What follows belongs to an exercise in optimizing a design on an open flow for small area, a short achievable clock period and few clock cycles per item; a production flow would make more cautious choices.
At most, simulation tests tie the RTL to the original design; equivalence was not proved.

// geofence
module geofence (clk,
                 reset,
                 X,
                 Y,
                 valid,
                 is_inside);
make LEC_CHECK=0 CAP_MARGIN=20 CORE_MARGIN=2 CORE_UTILIZATION=40 SLEW_MARGIN=20 SYNTH_HIERARCHICAL=1 SYNTH_MINIMUM_KEEP_SIZE=0 finish   # period 7.5 ns
run.sh (not shown) runs the stock make flow with config.mk's settings and CLKGATE_MAP_FILE= SYNTH_SCRIPT=/design/flow/synth_recipe.tcl, a recipe that flattens the netlist after the stock synthesis.
Testbench counts at the start, summed over its fixed seeds: cycles 28,800, tests 3,200.
Rerun with:
--- a/flow/config.mk
+++ b/flow/config.mk
@@ -10,0 +11 @@
+export SETUP_SLACK_MARGIN = 2.0
The new run passed the timing, design-rule and antenna checks. Via count grows by 5.3%. Die area stays the same. Design area grows by 6.2%. Synthesized cell count stays the same. Critical path depth grows by 1. Maximum frequency grows by 7.1%. Non-clock buffer count grows by 89. Global-route usage grows by 0.64 points.
Rerun with:
--- a/flow/config.mk
+++ b/flow/config.mk
@@ -11 +11 @@
-export SETUP_SLACK_MARGIN = 2.0
+export SETUP_SLACK_MARGIN = 3.0
Outcome: The new run produced a clean layout. Flip-flop and latch count does not change. Setup slack is about the same. Cell area shrinks by 2.2%. Critical path depth stays the same.

Setup of nickel:
geofence, a different RTL version from the one above (not shown whole).
Size in the first run: roughly 1,400 cells after synthesis, roughly 24 I/O pins, about 0.014 sq mm of cells after synthesis.
## geofence
module geofence (clk,
                 reset,
                 X,
                 Y,
                 valid,
                 is_inside);
    input clk;
    input reset;
    input [9:0] X;
    input [9:0] Y;
    output valid;
    output is_inside;
    reg [3:0] cnt;
    reg [9:0] px, py;
    reg [10:0] ux, uy, sx, sy, ex, ey;    
    reg ins, vld;
    wire cs, ce;
    wire [9:0] nsx = ~sx[9:0], nex = ~ex[9:0], nuy = ~uy[9:0];
    CrossProduct C0 (.ax(sx), .ay(sy), .bx(ux), .by(uy), .nax(nsx), .nby(nuy), .pos(cs));
    CrossProduct C1 (.ax(ex), .ay(ey), .bx(ux), .by(uy), .nax(nex), .nby(nuy), .pos(ce));
    assign valid = vld;
    assign is_inside = ins;
    always @(posedge clk or posedge reset) begin
        if (reset) begin
            cnt <= 4'd0;
            vld <= 1'b0;
        end else begin
            cnt <= (cnt == 4'd8) ? 4'd0 : cnt + 4'd1;
            vld <= (cnt == 4'd7);
        end
    end
    wire [10:0] dx = {1'b0, X} - {1'b0, px};
    wire [10:0] dy = {1'b0, Y} - {1'b0, py};
    wire [9:0] lx, ly;    
    assign lx[0] = 1'b0;
    assign ly[0] = 1'b0;
    genvar j;
    generate
        for (j = 1; j < 10; j = j + 1) begin : neg
            assign lx[j] = lx[j-1] | dx[j-1];
            assign ly[j] = ly[j-1] | dy[j-1];
        end
    endgenerate
    wire [9:0] mx = dx[9:0] ^ ({10{dx[10]}} & lx);
    wire [9:0] my = dy[9:0] ^ ({10{dy[10]}} & ly);
    wire place = cnt >= 4'd3 && cnt <= 4'd7;
    always @(posedge clk) begin
        if (cnt == 4'd0) begin
            px <= X;
            py <= Y;
        end
        ux <= {dx[10], mx};
        uy <= {dy[10], my};
        if (cnt == 4'd2 || (place && !cs && !ce)) begin
            sx <= ux;
            sy <= uy;
        end
        if (cnt == 4'd2 || (place && cs && ce)) begin
  ...
make LEC_CHECK=0 CAP_MARGIN=20 CORE_MARGIN=2 CORE_UTILIZATION=40 CTS_BUF_LIST='sky130_fd_sc_hd__clkbuf_4 sky130_fd_sc_hd__clkbuf_8' SETUP_SLACK_MARGIN=1.5 SLEW_MARGIN=20 SYNTH_HIERARCHICAL=1 SYNTH_MINIMUM_KEEP_SIZE=0 finish   # period 7.5 ns
Testbench counts of nickel, summed over its fixed seeds: cycles 28,800, tests 3,200.
Inputs modified between nickel and lagoon:
==> flow/flow/run.sh (new file) <==
#!/bin/bash
# The standard layout (standard.sh), with one change: the input and output
# ports are buffered with sky130_fd_sc_hd__buf_1 instead of the default port
# buffer cell. standard.sh's full output goes to flow.log; ORFS keeps each
# step's own log under orfs/logs/.
set -o pipefail
export BUFFER_PORTS_ARGS="-buffer_cell sky130_fd_sc_hd__buf_1"
bash standard.sh > flow.log 2>&1
==> flow/standard.sh (new file) <==
#!/bin/bash
# synth_recipe.tcl (not shown) runs the flow's synth.tcl, then flattens the netlist and writes it again
# the make line also repeats each setting of config.mk as NAME=value (left out here)
make -C /OpenROAD-flow-scripts/flow DESIGN_CONFIG=/design/flow/config.mk WORK_HOME=/design/flow/orfs CLKGATE_MAP_FILE= SYNTH_SCRIPT=/design/flow/synth_recipe.tcl "${@:-finish}"
--- a/flow/config.mk
+++ b/flow/config.mk
@@ -10,5 +10,5 @@
 export CORE_UTILIZATION = 40
 export CTS_BUF_LIST = sky130_fd_sc_hd__clkbuf_4 sky130_fd_sc_hd__clkbuf_8
-export SETUP_SLACK_MARGIN = 1.5
+export SETUP_SLACK_MARGIN = 2.5
 export SLEW_MARGIN = 20
 export SYNTH_HIERARCHICAL = 1
removed: flow/run.sh
--- outcome ---
Cell area after placement (lagoon over nickel): decrease, about 0.6%
Between lagoon and nickel, the difference in share of the final layout cell area in sequential cells is negligible.
### lagoon -> tundra
==> flow/run.sh (new file) <==
#!/bin/bash
# synth_recipe.tcl (not shown) runs the flow's synth.tcl, then flattens the netlist and writes it again
# the make line also repeats each setting of config.mk as NAME=value (left out here)
make -C /OpenROAD-flow-scripts/flow DESIGN_CONFIG=/design/flow/config.mk WORK_HOME=/design/flow/orfs CLKGATE_MAP_FILE= SYNTH_SCRIPT=/design/flow/synth_recipe.tcl finish
removed: flow/flow/run.sh
removed: flow/standard.sh
==> notes.md <==
The final layout from tundra, which completed every stage, passed the timing, design-rule and antenna checks at the end of the flow.
For lagoon, the highest-delay cell along the critical path was sky130_fd_sc_hd__fa_1, unlike tundra, where it was sky130_fd_sc_hd__fa_2.
tundra vs lagoon, post-layout utilization of the core went up by 0.30 points.
Compared with lagoon, in tundra first-pass GRT wire length up 0.57%; path length in cells of the critical path up 2.
--- input diff tundra..amber ---
--- a/flow/config.mk
+++ b/flow/config.mk
@@ -10,5 +10,5 @@
 export CORE_UTILIZATION = 40
 export CTS_BUF_LIST = sky130_fd_sc_hd__clkbuf_4 sky130_fd_sc_hd__clkbuf_8
-export SETUP_SLACK_MARGIN = 2.5
+export SETUP_SLACK_MARGIN = 2.0
 export SLEW_MARGIN = 20
 export SYNTH_HIERARCHICAL = 1
## What came out
Between amber and tundra, total setup buffers inserted after CTS is lower for tundra, amber comes in above that.
In terms of minimum hold slack, tundra and amber differ only marginally.
Compared with tundra, amber shows a higher final net count.
amber ends up with a non-clock buffer count that is about 17% higher than in tundra.
The higher worst slack at placement came out of amber.
amber ended up with more standard cells than tundra.

== the baseline ==
geofence, a different RTL version from the one above (not shown whole).
Size in the first run: roughly 1600 cells after synthesis, about 24 I/O pins, roughly 15000 sq um of cells after synthesis.
clock: 7.5 ns
lec_check: 0
cap_margin: 20
core_margin: 2
core_utilization: 40
setup_slack_margin: 3.0
slew_margin: 20
synth_hierarchical: 1
synth_minimum_keep_size: 0
Stock flow here: none of the scripts above is used.
The baseline: no failed stages, no open violations at the end
The inputs of the candidate differ from those of the baseline as listed below.
# the baseline
export LEC_CHECK = 0
export CAP_MARGIN = 20
export CORE_MARGIN = 2
export CORE_UTILIZATION = 40
export SETUP_SLACK_MARGIN = 3.0
export SLEW_MARGIN = 20
export SYNTH_HIERARCHICAL = 1
export SYNTH_MINIMUM_KEEP_SIZE = 0
create_clock -name core_clock -period 7.5 [get_ports {clk}]
# the candidate
export LEC_CHECK = 0
export CAP_MARGIN = 20
export CORE_MARGIN = 2
export CORE_UTILIZATION = 40
export SETUP_SLACK_MARGIN = 2.0
export SLEW_MARGIN = 20
export SYNTH_HIERARCHICAL = 1
export SYNTH_MINIMUM_KEEP_SIZE = 0
create_clock -name core_clock -period 7.5 [get_ports {clk}]
### Flow results
Of the baseline and the candidate, the run reporting the lower headroom to the max-slew limit was the candidate.
Taking the baseline as the reference, in the candidate clock-pin slew of the registers on the worst-case setup and hold paths did not really move, setup slack went up, post-CTS setup-driven buffer insertion count went up.
No run of this note included a check of the RTL's function; only the layout flow was run.

geofence, a different RTL version from the one above (not shown whole).
For scale: about 14000 µm² of cells after synthesis.
Settings: LEC_CHECK=0, CAP_MARGIN=20, CORE_MARGIN=2, CORE_UTILIZATION=40, CTS_BUF_LIST=sky130_fd_sc_hd__clkbuf_2 sky130_fd_sc_hd__clkbuf_4 sky130_fd_sc_hd__clkbuf_8, SETUP_SLACK_MARGIN=1.5, SLEW_MARGIN=20, SYNTH_HIERARCHICAL=1, SYNTH_MINIMUM_KEEP_SIZE=0; clock period 7.5 ns.
Testbench counts at the start, summed over its fixed seeds: cycles 28,800, tests 3,200.
Rerun with:
CORE_UTILIZATION = 50   (was 40)
CTS_BUF_LIST = sky130_fd_sc_hd__clkbuf_4 sky130_fd_sc_hd__clkbuf_8   (was sky130_fd_sc_hd__clkbuf_2 sky130_fd_sc_hd__clkbuf_4 sky130_fd_sc_hd__clkbuf_8)
Design area falls by 1.2%.
Register-to-register slack got worse by 0.06 ns.

Starting RTL as in the previous note.
make LEC_CHECK=0 CAP_MARGIN=0 CORE_MARGIN=2 CORE_UTILIZATION=40 CTS_BUF_LIST='sky130_fd_sc_hd__clkbuf_4 sky130_fd_sc_hd__clkbuf_8' SETUP_SLACK_MARGIN=1.5 SLEW_MARGIN=0 SYNTH_HIERARCHICAL=1 SYNTH_MINIMUM_KEEP_SIZE=0 finish   # period 7.5 ns
The starting point completed with no timing, DRC or antenna violations.
Testbench counts at the start, summed over its fixed seeds: cycles 28,800, tests 3,200.
Then changed:
- CAP_MARGIN: 0 -> 20
- SETUP_SLACK_MARGIN: 1.5 -> 1.4
- SLEW_MARGIN: 0 -> 20
- clock skew hardly moves
- die area is unchanged
- critical path depth stays the same
- non-clock buffer count is unchanged
- first-iteration DRC count drops by 3.3%
- flip-flop and latch count stays the same
- sequential share of layout area is about the same
- wire length stays flat
- count of clock-buffer cells in the layout is unchanged
Then changed:
- SETUP_SLACK_MARGIN: 1.4 -> 1.6
After rerunning: The new run ran to the end with no violations; worst setup slack gains 0.16 ns; clock skew stays flat; via count rises slightly; clock-buffer cell count is unchanged; wire length rises slightly; global-route usage hardly moves; flip-flop and latch count does not change; sequential share of layout area falls by 0.22 points; final cell count rises slightly; critical path depth falls by 1; cell area rises slightly.
Then changed:
- SETUP_SLACK_MARGIN: 1.6 -> 1.5
The changed run completed with no timing, DRC or antenna violations. Design area drops slightly. Critical path depth rose by 1. Clock skew stays flat.

## pepper
geofence, a different RTL version from the one above (not shown whole).
For scale: ~1,300 cells after synthesis, ~14,000 sq um of cells after synthesis.
==> flow/config.mk <==
export PLATFORM = sky130hd
export DESIGN_NAME = geofence
export DESIGN_NICKNAME = geofence
export VERILOG_FILES = /design/flow/design.v
export SDC_FILE = /design/flow/constraint.sdc
export NUM_CORES = 4
export LEC_CHECK = 0
export CAP_MARGIN = 20
export CORE_MARGIN = 2
export CORE_UTILIZATION = 40
export SETUP_SLACK_MARGIN = 2.0
export SLEW_MARGIN = 20
export SYNTH_HIERARCHICAL = 1
export SYNTH_MINIMUM_KEEP_SIZE = 0
==> flow/constraint.sdc <==
create_clock -name core_clock -period 7.5 [get_ports {clk}]
set_input_delay 1.5000 -clock core_clock [delete_from_list [all_inputs] [get_ports {clk}]]
set_output_delay 1.5000 -clock core_clock [all_outputs]
set_load 0.01 [all_outputs]
Testbench counts of pepper, summed over its fixed seeds: cycles 28,800, tests 3,200.
Edits applied to the flow inputs when going from pepper to maple:
- putting CTS_BUF_LIST at sky130_fd_sc_hd__clkbuf_4 sky130_fd_sc_hd__clkbuf_8 where nothing was set
==> comparison <==
Taking pepper as the reference, in maple critical path data arrival time shows an increase of 0.05 ns, achievable clock frequency about even.
In terms of worst-case register-to-register setup slack, pepper and maple differ only marginally.
Final cell count of maple is on par with pepper.
maple packs its core more loosely than pepper.
Length of the first detailed-routing pass in iterations (higher): maple
diff inputs: maple => fjord
- TNS_END_PERCENT now 10, previously not set
==> comparison <==
When fjord is measured against maple, its cell count along the critical path turns out 1 lower. For fjord, the endpoint of the worst setup timing path was sy[5]$_DFFE_PP_, unlike maple, where it was ey[1]$_DFFE_PP_. Of the two values seen for slowest cell on the critical path, fa_2 was produced by maple and fa_1 by fjord. maple → fjord: minimum clock period after layout grew by 0.018 ns; accumulated negative setup slack flat; register-to-register slack decreased 0.02 ns. Going from maple to fjord, detailed-route DRC error count comparable; final-layout non-clock buffer area share decreased by 0.31 points relative to the old numbers; routed wire length picked up an extra about 0.9%.
#### Input delta (ember over fjord)
- SETUP_SLACK_MARGIN changed from 2.0 to 3.0
- TNS_END_PERCENT removed (was 10)
[summary]
For the worst-case hold slack, ember came in 0.0096 ns lower than fjord did. Looking at the reports, ember completed the entire flow and the layout it produced met the timing, design-rule and antenna checks. fjord → ember: post-detailed-routing wire length now sits lower; net total in the final layout has increased; final clock skew closely matched the old numbers; gate count of the mapped netlist flat. ember vs fjord, actual slew at the worst max-slew pin went up by 0.062 ns.

Setup of before:
Another version of the RTL of geofence (not shown whole).
For scale: about 1,500 cells after synthesis, about 24 I/O pins, roughly 15,000 um2 of cells after synthesis.
Settings: LEC_CHECK=0, ABC_CLOCK_PERIOD_IN_PS=4000, CAP_MARGIN=20, CORE_MARGIN=2, CORE_UTILIZATION=40, SETUP_SLACK_MARGIN=3.0, SLEW_MARGIN=20, SYNTH_HIERARCHICAL=1, SYNTH_MINIMUM_KEEP_SIZE=0; clock period 7.5 ns.
Testbench counts of before, summed over its fixed seeds: cycles 28,800, tests 3,200.
What after does differently from before at the input level:
--- a/flow/config.mk
+++ b/flow/config.mk
@@ -7,3 +7,2 @@
 export LEC_CHECK = 0
-export ABC_CLOCK_PERIOD_IN_PS = 4000
 export CAP_MARGIN = 20
@@ -11,3 +10,2 @@
 export CORE_UTILIZATION = 40
-export SETUP_SLACK_MARGIN = 3.0
 export SLEW_MARGIN = 20
--- outcome ---
after vs before, capturing instance or port of the critical path: sy[3] vs ey[8]. [compare] base=before new=after: routed length on met1 grew by 140 um, final area shrank by about 5%, net count reported at finish shrank by about 2%, total global routing track utilization shrank by 0.86 points, post-cts resize count shrank by 105. Diff before -> after: max-slew headroom at the worst pin now sits lower; initial antenna violation count now sits lower.

## run 1
Another version of the RTL of geofence (not shown whole).
Size: roughly 1400 cells after synthesis, about 24 I/O pins, ~14000 sq um of cells after synthesis.
clock: 7.5 ns
lec_check: 0
cap_margin: 20
core_margin: 2
core_utilization: 40
cts_buf_list: sky130_fd_sc_hd__clkbuf_4 sky130_fd_sc_hd__clkbuf_8
setup_slack_margin: 2.5
slew_margin: 20
synth_hierarchical: 1
synth_minimum_keep_size: 0
Testbench counts of run 1, summed over its fixed seeds: cycles 28,800, tests 3,200.
For run 2, these inputs were changed with respect to run 1:
# run 1
export LEC_CHECK = 0
export CAP_MARGIN = 20
export CORE_MARGIN = 2
export CORE_UTILIZATION = 40
export CTS_BUF_LIST = sky130_fd_sc_hd__clkbuf_4 sky130_fd_sc_hd__clkbuf_8
export SETUP_SLACK_MARGIN = 2.5
export SLEW_MARGIN = 20
export SYNTH_HIERARCHICAL = 1
export SYNTH_MINIMUM_KEEP_SIZE = 0
create_clock -name core_clock -period 7.5 [get_ports {clk}]
# run 2
export LEC_CHECK = 0
export CAP_MARGIN = 20
export CORE_MARGIN = 2
export CORE_UTILIZATION = 40
export CTS_BUF_LIST = sky130_fd_sc_hd__clkbuf_4 sky130_fd_sc_hd__clkbuf_8
export SETUP_SLACK_MARGIN = 1.5
export SLEW_MARGIN = 20
export SYNTH_HIERARCHICAL = 1
export SYNTH_MINIMUM_KEEP_SIZE = 0
create_clock -name core_clock -period 7.5 [get_ports {clk}]
Results
- Every run in the comparison, run 2 and run 1, completed the flow with a clean layout.
- Changes observed in run 2 relative to run 1: clock buffer instance count of the final layout higher, instance count after placement with tap cells included higher.
- Run 1 has a lower number of filler instances in the final layout than run 2.
#### Input delta (run 3 over run 2)
# run 2
export LEC_CHECK = 0
export CAP_MARGIN = 20
export CORE_MARGIN = 2
export CORE_UTILIZATION = 40
export CTS_BUF_LIST = sky130_fd_sc_hd__clkbuf_4 sky130_fd_sc_hd__clkbuf_8
export SETUP_SLACK_MARGIN = 1.5
export SLEW_MARGIN = 20
export SYNTH_HIERARCHICAL = 1
export SYNTH_MINIMUM_KEEP_SIZE = 0
create_clock -name core_clock -period 7.5 [get_ports {clk}]
# run 3
export LEC_CHECK = 0
export CAP_MARGIN = 20
export CORE_MARGIN = 2
export CORE_UTILIZATION = 40
export CTS_BUF_LIST = sky130_fd_sc_hd__clkbuf_4 sky130_fd_sc_hd__clkbuf_8
export SETUP_SLACK_MARGIN = 1.0
export SLEW_MARGIN = 20
export SYNTH_HIERARCHICAL = 1
export SYNTH_MINIMUM_KEEP_SIZE = 0
create_clock -name core_clock -period 7.5 [get_ports {clk}]
Results
For clock-cell share of area, run 3 and run 2 come out practically identical. As of run 3, via count of the first global-routing pass had fallen slightly compared to run 2. Compared with run 2, in run 3 floorplan die height neither gained nor lost much, wire length the detailed router placed on met1 down 330 um, proportion of cell area occupied by registers went up.
[inputs] run 4 vs run 3
# run 3
export LEC_CHECK = 0
export CAP_MARGIN = 20
export CORE_MARGIN = 2
export CORE_UTILIZATION = 40
export CTS_BUF_LIST = sky130_fd_sc_hd__clkbuf_4 sky130_fd_sc_hd__clkbuf_8
export SETUP_SLACK_MARGIN = 1.0
export SLEW_MARGIN = 20
export SYNTH_HIERARCHICAL = 1
export SYNTH_MINIMUM_KEEP_SIZE = 0
create_clock -name core_clock -period 7.5 [get_ports {clk}]
# run 4
export LEC_CHECK = 0
export CAP_MARGIN = 20
export CORE_MARGIN = 2
export CORE_UTILIZATION = 40
export CTS_BUF_LIST = sky130_fd_sc_hd__clkbuf_4 sky130_fd_sc_hd__clkbuf_8
export SETUP_SLACK_MARGIN = 1.75
export SLEW_MARGIN = 20
export SYNTH_HIERARCHICAL = 1
export SYNTH_MINIMUM_KEEP_SIZE = 0
create_clock -name core_clock -period 7.5 [get_ports {clk}]
Results
Number of fill cells ends up higher on run 3.
[compare] base=run 3 new=run 4: final standard cell utilization of the core went up 2.6 points, count of buffer and inverter cells on the critical path lower, final worst hold slack higher.
Delta(setup slack of the critical path after layout, run 4 - run 3) > 0
[compare] base=run 3 new=run 4: final critical delay including setup and external delays now sits lower, number of non-filler instances in the completed layout now sits higher.
Compared run 4 against run 3; clock skew within noise.
Note that the number of non-clock buffers in the layout recorded for run 4 amounts to 2.6 times the value seen in run 3.
Setup changes, run 4 to run 5
# run 4
export LEC_CHECK = 0
export CAP_MARGIN = 20
export CORE_MARGIN = 2
export CORE_UTILIZATION = 40
export CTS_BUF_LIST = sky130_fd_sc_hd__clkbuf_4 sky130_fd_sc_hd__clkbuf_8
export SETUP_SLACK_MARGIN = 1.75
export SLEW_MARGIN = 20
export SYNTH_HIERARCHICAL = 1
export SYNTH_MINIMUM_KEEP_SIZE = 0
create_clock -name core_clock -period 7.5 [get_ports {clk}]
# run 5
export LEC_CHECK = 0
export CAP_MARGIN = 20
export CORE_MARGIN = 2
export CORE_UTILIZATION = 40
export CTS_BUF_LIST = sky130_fd_sc_hd__clkbuf_4 sky130_fd_sc_hd__clkbuf_8
export SETUP_SLACK_MARGIN = 2.0
export SLEW_MARGIN = 20
export SYNTH_HIERARCHICAL = 1
export SYNTH_MINIMUM_KEEP_SIZE = 0
create_clock -name core_clock -period 7.5 [get_ports {clk}]
--- outcome ---
- Changes observed in run 5 relative to run 4: least setup slack across all paths after layout moved down.
- Diff run 4 -> run 5 | non-clock buffer count | increase of 43
- Sort run 4 and run 5 by final design area excluding fillers asc -> top: run 4

re-timing with driven ports:
In the flow no input, the clock included, has a driving cell. The finished layouts below were timed again as built, in two steps.
Step 1: set_driving_cell puts a clkbuf_16 on clk and a buf_2 on each other input, an assumption about the parent block.
Step 2 times the ports against the registers' clock, not the clock port: input delays grow and output delays shrink by t, the midpoint of the rising clock arrivals with the driver on.
Three values: ideal ports, drivers, drivers and shift; two values: the first two.
run	t (ns)	setup slack, ns	hold WS [ns]
the first run of note 1	0.389	0.904 / 0.904 / 0.904	0.494 / 0.494 / 0.494
the second run of note 1	0.390	1.340 / 1.340 / 1.340	0.511 / 0.511 / 0.511
the third run of note 1	0.386	1.339 / 1.339 / 1.339	0.502 / 0.502 / 0.502
nickel	0.403	1.556 / 1.556 / 1.556	0.483 / 0.483 / 0.483
lagoon	0.404	1.561 / 1.561 / 1.561	0.482 / 0.482 / 0.482
tundra	0.404	1.556 / 1.556 / 1.556	0.478 / 0.478 / 0.478
amber	0.398	1.573 / 1.573 / 1.573	0.478 / 0.478 / 0.478
the baseline	0.459	1.913 / 1.913 / 1.913	0.385 / 0.385 / 0.385
the candidate	0.453	1.931 / 1.931 / 1.931	0.403 / 0.403 / 0.403
the first run of note 4	0.395	1.779 / 1.779 / 1.779	0.491 / 0.491 / 0.491
the second run of note 4	0.395	1.722 / 1.722 / 1.722	0.492 / 0.492 / 0.492
the first run of note 5	0.395	1.779 / 1.779 / 1.779	0.491 / 0.491 / 0.491
the second run of note 5	0.396	1.682 / 1.682 / 1.682	0.491 / 0.491 / 0.491
the third run of note 5	0.397	1.839 / 1.839 / 1.839	0.491 / 0.491 / 0.491
the fourth run of note 5	0.395	1.779 / 1.779 / 1.779	0.491 / 0.491 / 0.491
pepper	0.390	1.624 / 1.624 / 1.624	0.499 / 0.499 / 0.499
maple	0.420	1.618 / 1.618 / 1.618	0.506 / 0.506 / 0.506
fjord	0.420	1.601 / 1.601 / 1.601	0.512 / 0.512 / 0.512
ember	0.415	1.601 / 1.601 / 1.601	0.503 / 0.503 / 0.503
before	0.373	1.553 / 1.553 / 1.553	0.491 / 0.491 / 0.491
after	0.394	0.547 / 0.547 / 0.547	0.490 / 0.490 / 0.490
run 1	0.419	2.035 / 2.035 / 2.035	0.490 / 0.490 / 0.490
run 2	0.402	1.775 / 1.775 / 1.775	0.492 / 0.492 / 0.492
run 3	0.399	1.328 / 1.328 / 1.328	0.466 / 0.466 / 0.466
run 4	0.403	1.922 / 1.922 / 1.922	0.482 / 0.482 / 0.482
run 5	0.397	1.915 / 1.915 / 1.915	0.468 / 0.468 / 0.468
After both steps setup and hold are still met in every run listed.
